Background: an optimization exercise with open tools, aiming at small area, a short achievable clock period and few clock cycles per item. Do not read the settings as production practice.

Setup of pepper:
==> module ysyx_23060136_EXU_DIV, before the edit <==
module ysyx_23060136_EXU_DIV(
        input                 clk           ,
        input                 rst           ,
        input         [63:0]  dividend      ,
        input         [63:0]  divisor       ,
        input                 div_valid     ,
        input                 divw          ,
        input                 div_signed    ,
        output                div_ready     ,
        output                div_out_valid ,
        output        [63:0]  quotient      ,
        output        [63:0]  remainder
 );
    localparam [2:0] S_IDLE  = 3'd0,
                     S_PREP  = 3'd1,
                     S_ITER  = 3'd2,
                     S_CORR  = 3'd3,
                     S_REST  = 3'd4,
                     S_DONE  = 3'd5;
    wire        sa_in = div_signed & (divw ? dividend[31] : dividend[63]);
    wire        sb_in = div_signed & (divw ? divisor[31]  : divisor[63]);
    wire        qn_in = sa_in ^ sb_in;
    wire [64:0] a_ext = divw ? {{33{sa_in}}, dividend[31:0]} : {sa_in, dividend};
    wire [65:0] b_ext = divw ? {{34{sb_in}}, divisor[31:0]}  : {{2{sb_in}}, divisor};
    wire [6:0]  lza, lzb;
    ysyx_23060136_EXU_DIV_lzc u_lza (.x(a_ext[63:0] ^ {64{sa_in}}), .z(lza));
    ysyx_23060136_EXU_DIV_lzc u_lzb (.x(b_ext[63:0] ^ {64{sb_in}}), .z(lzb));
    wire [5:0]  lzbc  = lzb[5:0] | {6{lzb[6]}};
    wire        dz_in = lzb[6] & ~sb_in;                     
    wire        a_lt_b = ({1'b0, lzbc} + {6'b0, sa_in}) < lza;    
    wire [63:0] q_ones = divw ? (qn_in ? 64'hffffffff00000001 : 64'h00000000ffffffff)
                              : (qn_in ? 64'h0000000000000001 : 64'hffffffffffffffff);
    logic [2:0]  state;
    logic [65:0] R;          
    logic [65:0] D;          
    logic [63:0] Q;
    logic [5:0]  cnt;
    logic [5:0]  lza_r, lzb_r;
    logic        sa, qneg;
    logic        ind;        
    wire        sub  = ~qneg;                
    wire [65:0] y    = D ^ {66{~ind}};
    wire        cin  = sub ^ ~ind;
    wire [65:0] sum;
    ysyx_23060136_EXU_DIV_add u_add (.a(R), .b(y), .cin(cin), .s(sum));
    wire [65:0] cpre = {R[64:0] | y[64:0], cin};
    wire        zero = &(~(R ^ y ^ cpre));
    wire        acc  = sa ? (sum[65] | zero) : ~sum[65];
    wire [5:0]  dd   = lzb_r - lza_r + {5'b0, sa};
    wire [65:0] d_sh = (D << dd) | ({66{sub}} & ~({66{1'b1}} << dd));
    wire        last = (cnt == 6'd0);
    always_ff @(posedge clk) begin
        if (rst) begin
            state <= S_IDLE;
        end
        else begin
            case (state)
            S_IDLE:  if (div_valid) state <= (dz_in | a_lt_b) ? S_DONE : S_PREP;
            S_PREP:  state <= acc ? S_ITER : (qneg ? S_REST : S_DONE);
            S_ITER:  if (last) state <= acc ? S_DONE : S_CORR;
            S_CORR:  state <= S_DONE;
            S_REST:  state <= S_DONE;
            default: state <= S_IDLE;
            endcase
        end
    end
    always_ff @(posedge clk) begin
        case (state)
        S_IDLE: begin
            R    <= {a_ext[64], a_ext};
            D    <= b_ext ^ {66{~qn_in}};
            Q    <= dz_in ? q_ones : 64'b0;
            lza_r <= lza[5:0];
            lzb_r <= lzbc;
            sa   <= sa_in;
            qneg <= qn_in;
            ind  <= 1'b1;
        end
        S_PREP: begin
            R <= qneg ? sum : {a_ext[64], a_ext};
            D   <= d_sh;
            cnt <= dd;
            Q   <= {64{qneg}};
        end
        S_ITER: begin
            R   <= sum;
            ind <= acc;
            Q   <= {Q[62:0], acc ^ qneg};
            cnt <= cnt - 6'd1;
            if (!last) D <= {D[65], D[65:1]};
        end
        S_CORR: begin
            R <= sum;
        end
        S_REST: begin
            R <= {a_ext[64], a_ext};
            Q <= 64'b0;
        end
        default: ;
        endcase
    end
    assign div_ready     = (state == S_IDLE);
    assign div_out_valid = (state == S_DONE);
    assign quotient      = Q;
    assign remainder     = R[63:0];
endmodule
clock: 6.5 ns
lec_check: 0
cap_margin: 20
core_margin: 2
core_utilization: 40
setup_slack_margin: 2.0
slew_margin: 20
run.sh (not shown) runs the stock make flow with config.mk's settings and CLKGATE_MAP_FILE= SYNTH_SCRIPT=/design/flow/synth_recipe.tcl, a recipe that flattens the netlist after the stock synthesis.
Every stage of the flow completed for pepper, and the final layout passed the timing, design-rule and antenna checks.
Changes in willow relative to pepper:
diff --git a/flow/design.v b/flow/design.v
--- a/flow/design.v
+++ b/flow/design.v
@@ -37,18 +37,18 @@
     logic [5:0]  cnt;
     logic [5:0]  lza_r, lzb_r;
     logic        sa, qneg;
     logic        ind;        
-    wire        sub  = ~qneg;                
-    wire [65:0] y    = D ^ {66{~ind}};
-    wire        cin  = sub ^ ~ind;
+    wire        sub  = ind ^ qneg;
+    wire [65:0] y    = D ^ {66{sub}};
+    wire        cin  = sub;
     wire [65:0] sum;
     ysyx_23060136_EXU_DIV_add u_add (.a(R), .b(y), .cin(cin), .s(sum));
     wire [65:0] cpre = {R[64:0] | y[64:0], cin};
     wire        zero = &(~(R ^ y ^ cpre));
     wire        acc  = sa ? (sum[65] | zero) : ~sum[65];
     wire [5:0]  dd   = lzb_r - lza_r + {5'b0, sa};
-    wire [65:0] d_sh = (D << dd) | ({66{sub}} & ~({66{1'b1}} << dd));
+    wire [65:0] d_sh = D << dd;
     wire        last = (cnt == 6'd0);
     always_ff @(posedge clk) begin
         if (rst) begin
             state <= S_IDLE;
@@ -67,9 +67,9 @@
     always_ff @(posedge clk) begin
         case (state)
         S_IDLE: begin
             R    <= {a_ext[64], a_ext};
-            D    <= b_ext ^ {66{~qn_in}};
+            D    <= b_ext;
             Q    <= dz_in ? q_ones : 64'b0;
             lza_r <= lza[5:0];
             lzb_r <= lzbc;
             sa   <= sa_in;
Results
The lower non-clock inverter total of the final layout came out of pepper.
pepper and willow ended up with roughly the same remaining number of nets flagged by the antenna check after routing.
willow against pepper; layout filler cell count is down by a few percent.
Relative to pepper, clock-buffer cell count decreased by 2.8% in willow.
willow against pepper: area share of xor/xnor cells in the synthesized design now smaller; multiplexer share of the synthesized area now larger; wire length now smaller; sequential share of layout area now larger.
No run of this note included a check of the RTL's function; only the layout flow was run.

-- afterwards: timing with drivers on the ports --
In the flow no input, the clock included, has a driving cell. The finished layouts below were timed again as built, in two steps. Step 1 (the two cells are an assumption about what drives the block):
set clk [get_ports {clk}]
set_driving_cell -lib_cell sky130_fd_sc_hd__clkbuf_16 $clk
set_driving_cell -lib_cell sky130_fd_sc_hd__buf_2 [delete_from_list [all_inputs] $clk]
Step 2 adds t to the input delays and takes it off the output delays; t is the mean of the earliest and latest rising clock arrival at the registers after step 1. Input paths then give back, and output paths get back, about the clock's delay inside the block. Slacks: ideal / step 1 / step 2; pairs: ideal / step 1.
run | t, ns | setup WS [ns] | hold WS [ns]
pepper | 0.669 | 1.900 / 1.796 / 1.128 | 0.549 / 0.549 / 0.549
willow | 0.665 | 1.529 / 1.428 / 0.763 | 0.539 / 0.539 / 0.539
After both steps setup and hold are still met in every run listed. The setup slack of pepper, which loses most, moves by -0.104 ns with the drivers and by -0.772 ns with both steps.
